This design comes from an exercise in tuning for small area on the open sky130 flow, not from production work. In this exercise RTL edits were held to simulation tests only and were not proved equivalent to the original. Power and IR drop assume default switching activity.

## flow/config.mk

```make
export PLATFORM = sky130hd
export DESIGN_NAME = status_top
export DESIGN_NICKNAME = status_top
export VERILOG_FILES = /design/flow/design.v
export SDC_FILE = /design/flow/constraint.sdc
export NUM_CORES = 4
export LEC_CHECK = 0
export CAP_MARGIN = 20
export CORE_AREA = 6 6 554 554
export DIE_AREA = 0 0 560 560
export SLEW_MARGIN = 20
```

## flow/constraint.sdc

```tcl
create_clock -name core_clock -period 5.0 [get_ports {clk}]
set_input_delay 1.0000 -clock core_clock [delete_from_list [all_inputs] [get_ports {clk}]]
set_output_delay 1.0000 -clock core_clock [all_outputs]
set_load 0.01 [all_outputs]
```

## flow/design.v

```verilog
module status_splitter (
    input [127:0] info_in_id0,
    input [127:0] info_in_id1,
    input [127:0] info_in_id2,
    input [127:0] info_in_id3,
    input         valid_in_id0,
    input         valid_in_id1,
    input         valid_in_id2,
    input         valid_in_id3,
    output        upstream_busy,
    output [63:0] info_type1_id0,
    output [63:0] info_type1_id1,
    output [63:0] info_type1_id2,
    output [63:0] info_type1_id3,
    output        valid_type1_id0,
    output        valid_type1_id1,
    output        valid_type1_id2,
    output        valid_type1_id3,
    output [63:0] info_type2_id0,
    output [63:0] info_type2_id1,
    output [63:0] info_type2_id2,
    output [63:0] info_type2_id3,
    output        valid_type2_id0,
    output        valid_type2_id1,
    output        valid_type2_id2,
    output        valid_type2_id3,
    input         module2_busy
);
    assign info_type1_id0 = info_in_id0[127:64];
    assign info_type2_id0 = info_in_id0[63:0];
    assign info_type1_id1 = info_in_id1[127:64];
    assign info_type2_id1 = info_in_id1[63:0];
    assign info_type1_id2 = info_in_id2[127:64];
    assign info_type2_id2 = info_in_id2[63:0];
    assign info_type1_id3 = info_in_id3[127:64];
    assign info_type2_id3 = info_in_id3[63:0];
    assign valid_type1_id0 = valid_in_id0;
    assign valid_type1_id1 = valid_in_id1;
    assign valid_type1_id2 = valid_in_id2;
    assign valid_type1_id3 = valid_in_id3;
    assign valid_type2_id0 = valid_in_id0;
    assign valid_type2_id1 = valid_in_id1;
    assign valid_type2_id2 = valid_in_id2;
    assign valid_type2_id3 = valid_in_id3;
    assign upstream_busy = module2_busy;
endmodule
module status_detect_module1 (
    input                  info_valid_id0,
    input                  info_valid_id1,
    input                  info_valid_id2,
    input                  info_valid_id3,
    input [63:0] sub_board_info_type1_id0,
    input [63:0] sub_board_info_type1_id1,
    input [63:0] sub_board_info_type1_id2,
    input [63:0] sub_board_info_type1_id3,
    output reg   [31:0]    out_free_mem_id0,       
    output reg   [31:0]    out_pending_tasks_id0,  
    output reg             out_info1_valid_id0,    
    output reg   [31:0]    out_free_mem_id1,       
    output reg   [31:0]    out_pending_tasks_id1,  
    output reg             out_info1_valid_id1,    
    output reg   [31:0]    out_free_mem_id2,       
    output reg   [31:0]    out_pending_tasks_id2,  
    output reg             out_info1_valid_id2,    
    output reg   [31:0]    out_free_mem_id3,       
    output reg   [31:0]    out_pending_tasks_id3,  
    output reg             out_info1_valid_id3,    
    input                  clk,             
    input                  rst_n           
);
always @(posedge clk or negedge rst_n) begin
    if (!rst_n) begin
        out_free_mem_id0 <= 32'd0;
        out_pending_tasks_id0 <= 32'd0;
        out_info1_valid_id0 <= 1'b0;
    end else if (info_valid_id0) begin
        out_free_mem_id0 <= {sub_board_info_type1_id0[63:32]};  
        out_pending_tasks_id0 <= sub_board_info_type1_id0[31:0];    
        out_info1_valid_id0 <= 1'b1;
    end else begin
        out_info1_valid_id0 <= 1'b0;  
    end
end
always @(posedge clk or negedge rst_n) begin
    if (!rst_n) begin
        out_free_mem_id1 <= 32'd0;
        out_pending_tasks_id1 <= 32'd0;
        out_info1_valid_id1 <= 1'b0;
    end else if (info_valid_id1) begin
        out_free_mem_id1 <= {sub_board_info_type1_id1[63:32]};  
        out_pending_tasks_id1 <= sub_board_info_type1_id1[31:0];    
        out_info1_valid_id1 <= 1'b1;
    end else begin
        out_info1_valid_id1 <= 1'b0;  
    end
end
always @(posedge clk or negedge rst_n) begin
    if (!rst_n) begin
        out_free_mem_id2 <= 32'd0;
        out_pending_tasks_id2 <= 32'd0;
        out_info1_valid_id2 <= 1'b0;
    end else if (info_valid_id2) begin
        out_free_mem_id2 <= {sub_board_info_type1_id2[63:32]};  
        out_pending_tasks_id2 <= sub_board_info_type1_id2[31:0];    
        out_info1_valid_id2 <= 1'b1;
    end else begin
        out_info1_valid_id2 <= 1'b0;  
    end
end
always @(posedge clk or negedge rst_n) begin
    if (!rst_n) begin
        out_free_mem_id3 <= 32'd0;
        out_pending_tasks_id3 <= 32'd0;
        out_info1_valid_id3 <= 1'b0;
    end else if (info_valid_id3) begin
        out_free_mem_id3 <= {sub_board_info_type1_id3[63:32]};  
        out_pending_tasks_id3 <= sub_board_info_type1_id3[31:0];    
        out_info1_valid_id3 <= 1'b1;
    end else begin
        out_info1_valid_id3 <= 1'b0;  
    end
end
endmodule
module status_detect_module2 (
    input [63:0] sub_board_info_type2_id0,
    input [63:0] sub_board_info_type2_id1,
    input [63:0] sub_board_info_type2_id2,
    input [63:0] sub_board_info_type2_id3,
    input        info_valid_id0,
    input        info_valid_id1,
    input        info_valid_id2,
    input        info_valid_id3,
    input        clear_counter,
    output       busy,
    output        threshold_reached,
    output reg          ctrl1_wr_start_id0,
    output reg [31:0]   ctrl1_wr_addr_id0,
    output reg [63:0]   ctrl1_wr_data_id0,
    input               ctrl1_wr_done_id0,
    output reg          ctrl1_wr_start_id1,
    output reg [31:0]   ctrl1_wr_addr_id1,
    output reg [63:0]   ctrl1_wr_data_id1,
    input               ctrl1_wr_done_id1,
    output reg          ctrl1_wr_start_id2,
    output reg [31:0]   ctrl1_wr_addr_id2,
    output reg [63:0]   ctrl1_wr_data_id2,
    input               ctrl1_wr_done_id2,
    output reg          ctrl1_wr_start_id3,
    output reg [31:0]   ctrl1_wr_addr_id3,
    output reg [63:0]   ctrl1_wr_data_id3,
    input               ctrl1_wr_done_id3,
    output reg          ctrl2_wr_start_id0,
    output reg [31:0]   ctrl2_wr_addr_id0,
    output reg [31:0]   ctrl2_wr_data_id0,
    input               ctrl2_wr_done_id0,
    output reg          ctrl2_wr_start_id1,
    output reg [31:0]   ctrl2_wr_addr_id1,
    output reg [31:0]   ctrl2_wr_data_id1,
    input               ctrl2_wr_done_id1,
    output reg          ctrl2_wr_start_id2,
    output reg [31:0]   ctrl2_wr_addr_id2,
    output reg [31:0]   ctrl2_wr_data_id2,
    input               ctrl2_wr_done_id2,
    output reg          ctrl2_wr_start_id3,
    output reg [31:0]   ctrl2_wr_addr_id3,
    output reg [31:0]   ctrl2_wr_data_id3,
    input               ctrl2_wr_done_id3,
    input               clk,
    input               rst_n
);
    parameter [31:0] DATA_BASE_ID0  = 32'hC000_0000;
    parameter [31:0] DATA_BASE_ID1  = 32'hC001_0000;
    parameter [31:0] DATA_BASE_ID2  = 32'hC002_0000;
    parameter [31:0] DATA_BASE_ID3  = 32'hC003_0000;
    parameter [31:0] COUNT_BASE_ID0 = 32'hC100_0000;
    parameter [31:0] COUNT_BASE_ID1 = 32'hC101_0000;
    parameter [31:0] COUNT_BASE_ID2 = 32'hC102_0000;
    parameter [31:0] COUNT_BASE_ID3 = 32'hC103_0000;
    parameter [31:0] THRESHOLD      = 32'd256;
    reg [31:0] write_addr_ptr_id0;
    reg [31:0] write_addr_ptr_id1;
    reg [31:0] write_addr_ptr_id2;
    reg [31:0] write_addr_ptr_id3;
    (*keep="yes"*)reg [8:0] task_count_id0;
    (*keep="yes"*)reg [8:0] task_count_id1;
    (*keep="yes"*)reg [8:0] task_count_id2;
    (*keep="yes"*)reg [8:0] task_count_id3;
    reg threshold_sent;
    assign threshold_reached = threshold_sent;
    localparam CH_IDLE           = 4'b0001;
    localparam CH_WAIT_DATA_DONE = 4'b0010;
    localparam CH_WAIT_CNT_DONE  = 4'b0100;
    localparam CH_UPDATE_DATA    = 4'b1000;
    reg [3:0] ch_state_id0;
    reg [3:0] ch_state_id1;
    reg [3:0] ch_state_id2;
    reg [3:0] ch_state_id3;
    assign busy = (ch_state_id0 != CH_IDLE) || (ch_state_id1 != CH_IDLE) || (ch_state_id2 != CH_IDLE) || (ch_state_id3 != CH_IDLE);
    always @(posedge clk or negedge rst_n) begin
        if (!rst_n) begin
            ch_state_id0 <= CH_IDLE;
            write_addr_ptr_id0 <= DATA_BASE_ID0;
            task_count_id0 <= 32'd0;
            ctrl1_wr_start_id0 <= 1'b0; ctrl1_wr_addr_id0 <= DATA_BASE_ID0; ctrl1_wr_data_id0 <= 64'd0;
            ctrl2_wr_start_id0 <= 1'b0; ctrl2_wr_addr_id0 <= COUNT_BASE_ID0; ctrl2_wr_data_id0 <= 32'd0;
        end else begin
            case (ch_state_id0)
                CH_IDLE: begin
                    ctrl1_wr_start_id0 <= 1'b0; ctrl2_wr_start_id0 <= 1'b0;
                    if (clear_counter) begin
                        ctrl2_wr_start_id0 <= 1'b1; ctrl2_wr_addr_id0 <= COUNT_BASE_ID0; ctrl2_wr_data_id0 <= 32'd0;
                        task_count_id0 <= 32'd0; write_addr_ptr_id0 <= DATA_BASE_ID0;
                        ch_state_id0 <= CH_WAIT_CNT_DONE;
                    end else if (info_valid_id0 && !threshold_sent) begin
                        ctrl1_wr_addr_id0 <= write_addr_ptr_id0; ctrl1_wr_data_id0 <= sub_board_info_type2_id0;ctrl1_wr_start_id0 <= 1'b1;
                        ch_state_id0 <= CH_WAIT_DATA_DONE;
                    end
                    else begin
                       ch_state_id0 <= ch_state_id0;
                    end
                end
                CH_WAIT_DATA_DONE: begin
                    ctrl1_wr_start_id0 <= 1'b1;
                    if (ctrl1_wr_done_id0) begin
                         ctrl1_wr_start_id0 <= 1'b0;
                        ch_state_id0 <= CH_UPDATE_DATA;
                    end else begin
                        ch_state_id0 <= ch_state_id0;
                    end
                end
                CH_UPDATE_DATA: begin
                    ctrl1_wr_start_id0 <= 1'b0;
                    write_addr_ptr_id0 <= write_addr_ptr_id0 + 32'd8;
                    task_count_id0 <= task_count_id0 + 1;
                    ctrl2_wr_addr_id0 <= COUNT_BASE_ID0; ctrl2_wr_data_id0 <= task_count_id0 + 1; 
                    ch_state_id0 <= CH_WAIT_CNT_DONE;
                end
                CH_WAIT_CNT_DONE: begin
                    ctrl2_wr_start_id0 <= 1'b1;
                    if (ctrl2_wr_done_id0) begin
                        ctrl2_wr_start_id0 <= 1'b0;
                        ch_state_id0 <= CH_IDLE;
                    end else begin
                        ch_state_id0 <= ch_state_id0;
                    end
                end
                default: ch_state_id0 <= CH_IDLE;
            endcase
        end
    end
    always @(posedge clk or negedge rst_n) begin
        if (!rst_n) begin
            ch_state_id1 <= CH_IDLE;
            write_addr_ptr_id1 <= DATA_BASE_ID1;
            task_count_id1 <= 32'd0;
            ctrl1_wr_start_id1 <= 1'b0; ctrl1_wr_addr_id1 <= DATA_BASE_ID1; ctrl1_wr_data_id1 <= 64'd0;
            ctrl2_wr_start_id1 <= 1'b0; ctrl2_wr_addr_id1 <= COUNT_BASE_ID1; ctrl2_wr_data_id1 <= 32'd0;
        end else begin
            case (ch_state_id1)
                CH_IDLE: begin
                    ctrl1_wr_start_id1 <= 1'b0; ctrl2_wr_start_id1 <= 1'b0;
                    if (clear_counter) begin
                        ctrl2_wr_start_id1 <= 1'b1; ctrl2_wr_addr_id1 <= COUNT_BASE_ID1; ctrl2_wr_data_id1 <= 32'd0;
                        task_count_id1 <= 32'd0; write_addr_ptr_id1 <= DATA_BASE_ID1;
                        ch_state_id1 <= CH_WAIT_CNT_DONE;
                    end else if (info_valid_id1 && !threshold_sent) begin
                        ctrl1_wr_addr_id1 <= write_addr_ptr_id1; ctrl1_wr_data_id1 <= sub_board_info_type2_id1;ctrl1_wr_start_id1 <= 1'b1;
                        ch_state_id1 <= CH_WAIT_DATA_DONE;
                    end else begin
                        ch_state_id1 <= ch_state_id1;
                    end
                end
                CH_WAIT_DATA_DONE: begin
                    ctrl1_wr_start_id1 <= 1'b1;
                    if (ctrl1_wr_done_id1) begin
                        ch_state_id1 <= CH_UPDATE_DATA;
                    end else begin
                        ch_state_id1 <= ch_state_id1;
                    end
                end
                CH_UPDATE_DATA: begin
                    ctrl1_wr_start_id1 <= 1'b0;
                    write_addr_ptr_id1 <= write_addr_ptr_id1 + 32'd8;
                    task_count_id1 <= task_count_id1 + 1;
                     ctrl2_wr_addr_id1 <= COUNT_BASE_ID1; ctrl2_wr_data_id1 <= task_count_id1 + 1; 
                    ch_state_id1 <= CH_WAIT_CNT_DONE;
                end
                CH_WAIT_CNT_DONE: begin
                    ctrl2_wr_start_id1 <= 1'b1;
                    if (ctrl2_wr_done_id1) begin
                        ctrl2_wr_start_id1 <= 1'b0;
                        ch_state_id1 <= CH_IDLE;
                    end else begin
                        ch_state_id1 <= ch_state_id1;
                    end
                end
                default: ch_state_id1 <= CH_IDLE;
            endcase
        end
    end
    always @(posedge clk or negedge rst_n) begin
        if (!rst_n) begin
            ch_state_id2 <= CH_IDLE;
            write_addr_ptr_id2 <= DATA_BASE_ID2;
            task_count_id2 <= 32'd0;
            ctrl1_wr_start_id2 <= 1'b0; ctrl1_wr_addr_id2 <= DATA_BASE_ID2; ctrl1_wr_data_id2 <= 64'd0;
            ctrl2_wr_start_id2 <= 1'b0; ctrl2_wr_addr_id2 <= COUNT_BASE_ID2; ctrl2_wr_data_id2 <= 32'd0;
        end else begin
            case (ch_state_id2)
                CH_IDLE: begin
                    ctrl1_wr_start_id2 <= 1'b0; ctrl2_wr_start_id2 <= 1'b0;
                    if (clear_counter) begin
                        ctrl2_wr_start_id2 <= 1'b1; ctrl2_wr_addr_id2 <= COUNT_BASE_ID2; ctrl2_wr_data_id2 <= 32'd0;
                        task_count_id2 <= 32'd0; write_addr_ptr_id2 <= DATA_BASE_ID2;
                        ch_state_id2 <= CH_WAIT_CNT_DONE;
                    end else if (info_valid_id2 && !threshold_sent) begin
                        ctrl1_wr_addr_id2 <= write_addr_ptr_id2; ctrl1_wr_data_id2 <= sub_board_info_type2_id2;ctrl1_wr_start_id2 <= 1'b1;
                        ch_state_id2 <= CH_WAIT_DATA_DONE;
                    end else begin
                        ch_state_id2 <= ch_state_id2;
                    end
                end
                CH_WAIT_DATA_DONE: begin
                    ctrl1_wr_start_id2 <= 1'b1;
                    if (ctrl1_wr_done_id2) begin
                        ch_state_id2 <= CH_UPDATE_DATA;
                    end else begin
                        ch_state_id2 <= ch_state_id2;
                    end
                end
                CH_UPDATE_DATA: begin
                    ctrl1_wr_start_id2 <= 1'b0;
                    write_addr_ptr_id2 <= write_addr_ptr_id2 + 32'd8;
                    task_count_id2 <= task_count_id2 + 1;
                     ctrl2_wr_addr_id2 <= COUNT_BASE_ID2; ctrl2_wr_data_id2 <= task_count_id2 + 1; 
                    ch_state_id2 <= CH_WAIT_CNT_DONE;
                end
                CH_WAIT_CNT_DONE: begin
                    ctrl2_wr_start_id2 <= 1'b1;
                    if (ctrl2_wr_done_id2) begin
                        ctrl2_wr_start_id2 <= 1'b0;
                        ch_state_id2 <= CH_IDLE;
                    end else begin
                        ch_state_id2 <= ch_state_id2;
                    end
                end
                default: ch_state_id2 <= CH_IDLE;
            endcase
        end
    end
    always @(posedge clk or negedge rst_n) begin
        if (!rst_n) begin
            ch_state_id3 <= CH_IDLE;
            write_addr_ptr_id3 <= DATA_BASE_ID3;
            task_count_id3 <= 32'd0;
            ctrl1_wr_start_id3 <= 1'b0; ctrl1_wr_addr_id3 <= DATA_BASE_ID3; ctrl1_wr_data_id3 <= 64'd0;
            ctrl2_wr_start_id3 <= 1'b0; ctrl2_wr_addr_id3 <= COUNT_BASE_ID3; ctrl2_wr_data_id3 <= 32'd0;
        end else begin
            case (ch_state_id3)
                CH_IDLE: begin
                    ctrl1_wr_start_id3 <= 1'b0; ctrl2_wr_start_id3 <= 1'b0;
                    if (clear_counter) begin
                        ctrl2_wr_start_id3 <= 1'b1; ctrl2_wr_addr_id3 <= COUNT_BASE_ID3; ctrl2_wr_data_id3 <= 32'd0;
                        task_count_id3 <= 32'd0; write_addr_ptr_id3 <= DATA_BASE_ID3;
                        ch_state_id3 <= CH_WAIT_CNT_DONE;
                    end else if (info_valid_id3 && !threshold_sent) begin
                        ctrl1_wr_addr_id3 <= write_addr_ptr_id3; ctrl1_wr_data_id3 <= sub_board_info_type2_id3;ctrl1_wr_start_id3 <= 1'b1;
                        ch_state_id3 <= CH_WAIT_DATA_DONE;
                    end else begin
                        ch_state_id3 <= ch_state_id3;
                    end
                end
                CH_WAIT_DATA_DONE: begin
                    ctrl1_wr_start_id3 <= 1'b1;
                    if (ctrl1_wr_done_id3) begin
                        ch_state_id3 <= CH_UPDATE_DATA;
                    end else begin
                        ch_state_id3 <= ch_state_id3;
                    end
                end
                CH_UPDATE_DATA: begin
                    ctrl1_wr_start_id3 <= 1'b0;
                    write_addr_ptr_id3 <= write_addr_ptr_id3 + 32'd8;
                    task_count_id3 <= task_count_id3 + 1;
                    ctrl2_wr_addr_id3 <= COUNT_BASE_ID3; ctrl2_wr_data_id3 <= task_count_id3 + 1;  
                    ch_state_id3 <= CH_WAIT_CNT_DONE;
                end
                CH_WAIT_CNT_DONE: begin
                    ctrl2_wr_start_id3 <= 1'b1;
                    if (ctrl2_wr_done_id3) begin
                        ctrl2_wr_start_id3 <= 1'b0;
                        ch_state_id3 <= CH_IDLE;
                    end else begin
                        ch_state_id3 <= ch_state_id3;
                    end
                end
                default: ch_state_id3 <= CH_IDLE;
            endcase
        end
    end
    wire inc_ch0 = (ch_state_id0 == CH_WAIT_DATA_DONE) && ctrl1_wr_done_id0 && !clear_counter;
    wire inc_ch1 = (ch_state_id1 == CH_WAIT_DATA_DONE) && ctrl1_wr_done_id1 && !clear_counter;
    wire inc_ch2 = (ch_state_id2 == CH_WAIT_DATA_DONE) && ctrl1_wr_done_id2 && !clear_counter;
    wire inc_ch3 = (ch_state_id3 == CH_WAIT_DATA_DONE) && ctrl1_wr_done_id3 && !clear_counter;
    wire [31:0] aggregated_next_sum = task_count_id0 + task_count_id1 + task_count_id2 + task_count_id3 +
                                      (inc_ch0?32'd1:32'd0) + (inc_ch1?32'd1:32'd0) + (inc_ch2?32'd1:32'd0) + (inc_ch3?32'd1:32'd0);
    always @(posedge clk or negedge rst_n) begin
        if (!rst_n) begin
            threshold_sent <= 1'b0;
        end else begin
            if (clear_counter) begin
                threshold_sent <= 1'b0;
            end else if (!threshold_sent && (aggregated_next_sum >= THRESHOLD)) begin
                threshold_sent <= 1'b1;
            end
            else begin
                threshold_sent <= threshold_sent;
            end
        end
    end
endmodule
module status_top (
    input  [127:0]      info_in_id0,
    input  [127:0]      info_in_id1,
    input  [127:0]      info_in_id2,
    input  [127:0]      info_in_id3,
    input               valid_in_id0,
    input               valid_in_id1,
    input               valid_in_id2,
    input               valid_in_id3,
    input               clear_counter,
    output [31:0]       out_free_mem_id0,
    output [31:0]       out_pending_tasks_id0,
    output              out_info1_valid_id0,
    output [31:0]       out_free_mem_id1,
    output [31:0]       out_pending_tasks_id1,
    output              out_info1_valid_id1,
    output [31:0]       out_free_mem_id2,
    output [31:0]       out_pending_tasks_id2,
    output              out_info1_valid_id2,
    output [31:0]       out_free_mem_id3,
    output [31:0]       out_pending_tasks_id3,
    output              out_info1_valid_id3,
    output              upstream_busy,
    output              threshold_reached,             
    output              ctrl1_wr_start_id0,
    output [31:0]       ctrl1_wr_addr_id0,
    output [63:0]       ctrl1_wr_data_id0,
    input               ctrl1_wr_done_id0,
    output              ctrl1_wr_start_id1,
    output [31:0]       ctrl1_wr_addr_id1,
    output [63:0]       ctrl1_wr_data_id1,
    input               ctrl1_wr_done_id1,
    output              ctrl1_wr_start_id2,
    output [31:0]       ctrl1_wr_addr_id2,
    output [63:0]       ctrl1_wr_data_id2,
    input               ctrl1_wr_done_id2,
    output              ctrl1_wr_start_id3,
    output [31:0]       ctrl1_wr_addr_id3,
    output [63:0]       ctrl1_wr_data_id3,
    input               ctrl1_wr_done_id3,
    output              ctrl2_wr_start_id0,
    output [31:0]       ctrl2_wr_addr_id0,
    output [31:0]       ctrl2_wr_data_id0,
    input               ctrl2_wr_done_id0,
    output              ctrl2_wr_start_id1,
    output [31:0]       ctrl2_wr_addr_id1,
    output [31:0]       ctrl2_wr_data_id1,
    input               ctrl2_wr_done_id1,
    output              ctrl2_wr_start_id2,
    output [31:0]       ctrl2_wr_addr_id2,
    output [31:0]       ctrl2_wr_data_id2,
    input               ctrl2_wr_done_id2,
    output              ctrl2_wr_start_id3,
    output [31:0]       ctrl2_wr_addr_id3,
    output [31:0]       ctrl2_wr_data_id3,
    input               ctrl2_wr_done_id3,
    input               clk,
    input               rst_n
);
    wire [63:0] info_type1_id0;
    wire [63:0] info_type1_id1;
    wire [63:0] info_type1_id2;
    wire [63:0] info_type1_id3;
    wire [63:0] info_type2_id0;
    wire [63:0] info_type2_id1;
    wire [63:0] info_type2_id2;
    wire [63:0] info_type2_id3;
    wire        valid_type1_id0;
    wire        valid_type1_id1;
    wire        valid_type1_id2;
    wire        valid_type1_id3;
    wire        valid_type2_id0;
    wire        valid_type2_id1;
    wire        valid_type2_id2;
    wire        valid_type2_id3;
    wire        module2_busy;
    status_splitter splitter_inst (
        .info_in_id0(info_in_id0),
        .info_in_id1(info_in_id1),
        .info_in_id2(info_in_id2),
        .info_in_id3(info_in_id3),
        .valid_in_id0(valid_in_id0),
        .valid_in_id1(valid_in_id1),
        .valid_in_id2(valid_in_id2),
        .valid_in_id3(valid_in_id3),
        .upstream_busy(upstream_busy),
        .info_type1_id0(info_type1_id0),
        .info_type1_id1(info_type1_id1),
        .info_type1_id2(info_type1_id2),
        .info_type1_id3(info_type1_id3),
        .valid_type1_id0(valid_type1_id0),
        .valid_type1_id1(valid_type1_id1),
        .valid_type1_id2(valid_type1_id2),
        .valid_type1_id3(valid_type1_id3),
        .info_type2_id0(info_type2_id0),
        .info_type2_id1(info_type2_id1),
        .info_type2_id2(info_type2_id2),
        .info_type2_id3(info_type2_id3),
        .valid_type2_id0(valid_type2_id0),
        .valid_type2_id1(valid_type2_id1),
        .valid_type2_id2(valid_type2_id2),
        .valid_type2_id3(valid_type2_id3),
        .module2_busy(module2_busy)
    );
    status_detect_module1 module1_inst (
        .info_valid_id0(valid_type1_id0),
        .info_valid_id1(valid_type1_id1),
        .info_valid_id2(valid_type1_id2),
        .info_valid_id3(valid_type1_id3),
        .sub_board_info_type1_id0(info_type1_id0),
        .sub_board_info_type1_id1(info_type1_id1),
        .sub_board_info_type1_id2(info_type1_id2),
        .sub_board_info_type1_id3(info_type1_id3),
        .out_free_mem_id0(out_free_mem_id0),
        .out_pending_tasks_id0(out_pending_tasks_id0),
        .out_info1_valid_id0(out_info1_valid_id0),
        .out_free_mem_id1(out_free_mem_id1),
        .out_pending_tasks_id1(out_pending_tasks_id1),
        .out_info1_valid_id1(out_info1_valid_id1),
        .out_free_mem_id2(out_free_mem_id2),
        .out_pending_tasks_id2(out_pending_tasks_id2),
        .out_info1_valid_id2(out_info1_valid_id2),
        .out_free_mem_id3(out_free_mem_id3),
        .out_pending_tasks_id3(out_pending_tasks_id3),
        .out_info1_valid_id3(out_info1_valid_id3),
        .clk(clk),
        .rst_n(rst_n)
    );
    status_detect_module2 module2_inst (
        .sub_board_info_type2_id0(info_type2_id0),
        .sub_board_info_type2_id1(info_type2_id1),
        .sub_board_info_type2_id2(info_type2_id2),
        .sub_board_info_type2_id3(info_type2_id3),
        .info_valid_id0(valid_type2_id0),
        .info_valid_id1(valid_type2_id1),
        .info_valid_id2(valid_type2_id2),
        .info_valid_id3(valid_type2_id3),
        .clear_counter(clear_counter),
        .busy(module2_busy),
        .threshold_reached(threshold_reached),
        .ctrl1_wr_start_id0(ctrl1_wr_start_id0), .ctrl1_wr_addr_id0(ctrl1_wr_addr_id0), .ctrl1_wr_data_id0(ctrl1_wr_data_id0), .ctrl1_wr_done_id0(ctrl1_wr_done_id0),
        .ctrl1_wr_start_id1(ctrl1_wr_start_id1), .ctrl1_wr_addr_id1(ctrl1_wr_addr_id1), .ctrl1_wr_data_id1(ctrl1_wr_data_id1), .ctrl1_wr_done_id1(ctrl1_wr_done_id1),
        .ctrl1_wr_start_id2(ctrl1_wr_start_id2), .ctrl1_wr_addr_id2(ctrl1_wr_addr_id2), .ctrl1_wr_data_id2(ctrl1_wr_data_id2), .ctrl1_wr_done_id2(ctrl1_wr_done_id2),
        .ctrl1_wr_start_id3(ctrl1_wr_start_id3), .ctrl1_wr_addr_id3(ctrl1_wr_addr_id3), .ctrl1_wr_data_id3(ctrl1_wr_data_id3), .ctrl1_wr_done_id3(ctrl1_wr_done_id3),
        .ctrl2_wr_start_id0(ctrl2_wr_start_id0), .ctrl2_wr_addr_id0(ctrl2_wr_addr_id0), .ctrl2_wr_data_id0(ctrl2_wr_data_id0), .ctrl2_wr_done_id0(ctrl2_wr_done_id0),
        .ctrl2_wr_start_id1(ctrl2_wr_start_id1), .ctrl2_wr_addr_id1(ctrl2_wr_addr_id1), .ctrl2_wr_data_id1(ctrl2_wr_data_id1), .ctrl2_wr_done_id1(ctrl2_wr_done_id1),
        .ctrl2_wr_start_id2(ctrl2_wr_start_id2), .ctrl2_wr_addr_id2(ctrl2_wr_addr_id2), .ctrl2_wr_data_id2(ctrl2_wr_data_id2), .ctrl2_wr_done_id2(ctrl2_wr_done_id2),
        .ctrl2_wr_start_id3(ctrl2_wr_start_id3), .ctrl2_wr_addr_id3(ctrl2_wr_addr_id3), .ctrl2_wr_data_id3(ctrl2_wr_data_id3), .ctrl2_wr_done_id3(ctrl2_wr_done_id3),
        .clk(clk),
        .rst_n(rst_n)
    );
endmodule
```

## flow/run.sh

```bash
#!/bin/bash
# synth_recipe.tcl (not shown) runs the flow's synth.tcl, then flattens the netlist and writes it again
# the make line also repeats each setting of config.mk as NAME=value (left out here)
make -C /OpenROAD-flow-scripts/flow DESIGN_CONFIG=/design/flow/config.mk WORK_HOME=/design/flow/orfs CLKGATE_MAP_FILE= SYNTH_SCRIPT=/design/flow/synth_recipe.tcl finish
```

==> reports/results.tsv <==
stage	metric	value	unit
grt	gr usage total	0.143	
yosys	Synth cell types	60	
grt	vias in the first global route	28560	
power	Peak supply drop	0.000313	V
critical_path	crit path capture type	flip-flop	
flow_run	max_cap viols	0	
clocking	CTS max path bufs	4	
sta	setup TNS	0	ps
clocking	clock-pin slew on the worst setup and hold paths	60	ps
yosys	asr flop ratio synth	1.00	
placed_design	DPL Wire Length	200000	µm
yosys	number of synthesized flops with an enable pin	0	
floorplan	I/O pin cnt	1437	
placed_design	Post-DP Area	51100	µm²
drt	DRT iter0 DRCs	1773	
cells_and_area	multi-input logic area	13100	µm²
sta	Hold WS	135	ps
drt	average wire per standard cell	26.9	µm
power	combinational share of power	0.331	
cells_and_area	Filler Cell Count	32869	
yosys	synth top area cells	dfrtp_1 56%, nand2_1 13%, mux2_2 8.4%	
floorplan	Starting Density	0.118	
cells_and_area	post-layout util	0.185	
power	NetSw	9.20	mW
critical_path	crit-path max FO	6	
drt	# DRC	0	
sta	Final Skew	95.6	ps
sta	endpoints failing setup	0	
clocking	Post-CTS Setup Inserts	0	
drt	First-pass DRT Iterations	5	
yosys	post-synth top area share	0.559	
yosys	Syn Inst Count	3416	
power	power share of the clock group	0.322	
status	status	complete, no violations	
power	internal power	17.5	mW
sta	Tmin final	4280	ps
sta	Worst-Margin Slew	1040	ps
yosys	Synth Warn #	2	
critical_path	Arr. time, crit path	4950	ps
clocking	TritonCTS clock tree	yes	
placed_design	Placer Congestion	0.846	
clocking	CTS Buf Count	112	
grt	initial antenna violation count	329	
power	Total Power	26.7	mW
floorplan	Die Width	560	µm
floorplan	# rows	200	
power	switching share of power	0.344	
yosys	syn avg cell area	10.3	µm²
sta	Slew headroom	0.305	
clocking	CTS Sinks	813	
yosys	top_reg_cell synth	dfrtp_1	
sta	f_max	234	MHz
drt	final antenna-violating net count	0	
power	pwr/cell area	484	nW/µm²
drt	Post-Route WL	234000	µm
cells_and_area	Final nets	5175	
clocking	post_cts resized	0	
cells_and_area	area delta synth->final	57.2	%
critical_path	Setup CP Type	reg2reg	
drt	via density per instance	3.38	
yosys	Post-Syn Area	35100	µm²
critical_path	startpoint types	flip-flop	
sta	RSZ-0062 raised after global routing	no	
yosys	Yosys reg bits	813	
grt	remaining global-route overflow	0	
yosys	area leader, netlist	dfrtp_1	
clocking	htree depth	3	
sta	Tcrit/Tclk final	0.856	
placed_design	Buffers on Ports	1208	
sta	Final Max Slew Viols	0	
floorplan	Die Y	560	µm
clocking	clk root buf	clkbuf_16	
floorplan	die footprint	314000	µm²
hold_path	Hold Crit Class	in2async	
grt	largest net degree at the start of global routing	144	
clocking	post-cts hold buffer count	0	
cells_and_area	post-route cell area	55200	µm²
grt	global-route wire length before repair	298000	µm
floorplan	CORE AREA	298000	µm²
power	sequential power share	0.348	
critical_path	Worst Path Required	5670	ps
yosys	sequential fraction of the synthesis area	0.580	
drt	via count	29413	
cells_and_area	FF+latch area	20400	µm²
cells_and_area	share of post-route cells with drive strength above 1	0.120	
clocking	Worst-Skew Late Latency	890	ps
power	leak pwr	23.9	nW
sta	final hold viol count	0	
==> layer usage <==
metal | part of all wire | up-vias | track usage
met5 | 0.0090 | - | 0
met4 | 0.029 | 324 | 0.0377
met3 | 0.17 | 566 | 0.116
met2 | 0.46 | 1373 | 0.233
met1 | 0.33 | 13870 | 0.139
li1 | - | 13280 | -
==> logic make-up (layout without fill, tap and decap cells) <==
kind of cell | count (synthesis) | count (layout) | share of synthesized area
AOI/OAI and AO/OA | 236 | 236 | 0.0398
xor gates and xnor gates | 23 | 23 | 0.00574
adders and majority gates | 48 | 48 | 0.0199
buffers and inverters | 439 | 1490 | 0.0755
DFF | 813 | 813 | 0.580
muxes | 302 | 302 | 0.0954
other | 2 | 297 | 0.000214
and+or+nand+nor | 1553 | 1553 | 0.183
==> sequential cells by signal, indices dropped and copies added, names as in the netlist, 32 cells and up <==
register,cells
module1_inst.out_pending_tasks_id2,32
module2_inst.ctrl1_wr_data_id2,64
module2_inst.ctrl1_wr_data_id3,64
module1_inst.out_pending_tasks_id0,32
module2_inst.ctrl1_wr_data_id0,64
module1_inst.out_free_mem_id0,32
module1_inst.out_free_mem_id1,32
module1_inst.out_pending_tasks_id1,32
module1_inst.out_pending_tasks_id3,32
module1_inst.out_free_mem_id2,32
module2_inst.ctrl1_wr_data_id1,64
module1_inst.out_free_mem_id3,32
==> synth_stat cells, drive strengths merged, types with 8 or more instances <==
| cell type | n |
|---|---|
| a21oi | 37 |
| and2 | 9 |
| and3 | 30 |
| and4 | 8 |
| buf | 271 |
| clkbuf | 148 |
| dfrtp | 785 |
| dfstp | 28 |
| fa | 13 |
| ha | 35 |
| inv | 20 |
| mux2 | 263 |
| mux2i | 39 |
| nand2 | 1245 |
| nand3 | 89 |
| nand4 | 31 |
| nor2 | 64 |
| nor2b | 9 |
| nor3 | 19 |
| nor4b | 12 |
| o211ai | 14 |
| o21ai | 122 |
| o31ai | 19 |
| xnor2 | 10 |
| xor2 | 13 |
==> final timing paths <==
kind	to	startpoint	depth (start not counted)	slack (ps)
worst min register to register	module2_inst.ctrl1_wr_addr_id2[31]	module2_inst.write_addr_ptr_id2[31]	2	450
max in group asynchronous	module2_inst.ctrl1_wr_data_id0[46]	rst_n	2	3500
worst max-delay path	module2_inst.threshold_sent	module2_inst.task_count_id1[0]	18	720
worst min-delay path	module2_inst.ctrl1_wr_data_id2[39]	rst_n	1	130
min in group core_clock	module1_inst.out_info1_valid_id2	valid_in_id2	1	430
worst max register to register	module2_inst.threshold_sent	module2_inst.task_count_id1[0]	18	720
==> through the flow <==
stage | cells | worst slack [ps]
2_1_floorplan | 3642 | 495
4_1_cts | 8632 | 683
3_3_place_gp | 8424 | 11.1
5_1_grt | 8645 | 393
6_report | 8701 | 719
3_5_place_dp | 8425 | 124
==> worst max-delay path, stage by stage, from the launching register on <==
cell,delay [ps]
dfrtp_1,450
ha_1,220
inv_1,60
fa_1,400
nor2b_1,120
o21ai_0,90
a21boi_0,230
o21ai_0,130
nor2b_1,160
xnor2_1,230
fa_1,470
ha_1,310
ha_1,250
a211oi_1,200
o21ai_0,170
a21oi_1,200
xnor2_1,80
nor4b_1,260
a31oi_1,110
==> cell type report <==
type,instances,area share
diodes,69,0.00313
repair buffers,1263,0.230
inverters,20,0.00136
well taps,3939,0.0893
flip-flops and latches,813,0.369
clock buffers,159,0.0574
multi-input cells,2390,0.237
clock inverters,48,0.0128
==> power by group through the flow <==
stage	clock, mW	sequential (mW)	combinational [mW]
4_1_cts	8.95	9.31	9.25
2_1_floorplan	0	9.97	2.39
6_report	8.59	9.29	8.83
3_3_place_gp	0	9.36	9.13
5_1_grt	9.13	9.51	9.52
3_5_place_dp	0	9.40	9.22
==> cells in the final DEF, fill, tap and decap left out, drive strengths merged, types with 5 or more instances in the layout <==
master / count
nand2: 1245
clkdlybuf4s50: 1202
dfrtp: 785
mux2: 263
conb: 228
clkbuf: 159
o21ai: 122
nand3: 89
diode: 69
nor2: 64
buf: 61
mux2i: 39
a21oi: 37
ha: 35
nand4: 31
and3: 30
dfstp: 28
inv: 25
o31ai: 19
nor3: 19
clkinv: 18
bufinv: 15
o211ai: 14
xor2: 13
fa: 13
nor4b: 12
xnor2: 10
clkinvlp: 10
nor2b: 9
and2: 9
and4: 8
nand2b: 7
or3: 7
a31oi: 7
nor4: 7
a211oi: 6
or2: 6
a21o: 5

re-timing with driven ports:
In the flow no input, the clock included, has a driving cell. The finished layout below was timed again as built, in two steps.
Step 1: set_driving_cell puts a clkbuf_16 on clk and a buf_2 on each other input, an assumption about the parent block.
Step 2, shift: input delay + t, output delay - t, t = (earliest + latest rising clock arrival at the registers) / 2. This alone moves slack from input paths to output paths.
a / b / c = ideal ports / drivers / drivers and shift; a / b = the first two.
shift t [ns]: 0.895
slack for setup (ns): 0.719 / 0.705 / -0.051
worst data-port slew with drivers (ns): 0.29
pins driven straight from the clock port: 1
With both steps, setup timing fails in this run, where it was met with ideal ports. The setup slack of this run moves by -0.014 ns with the drivers and by -0.770 ns with both steps.
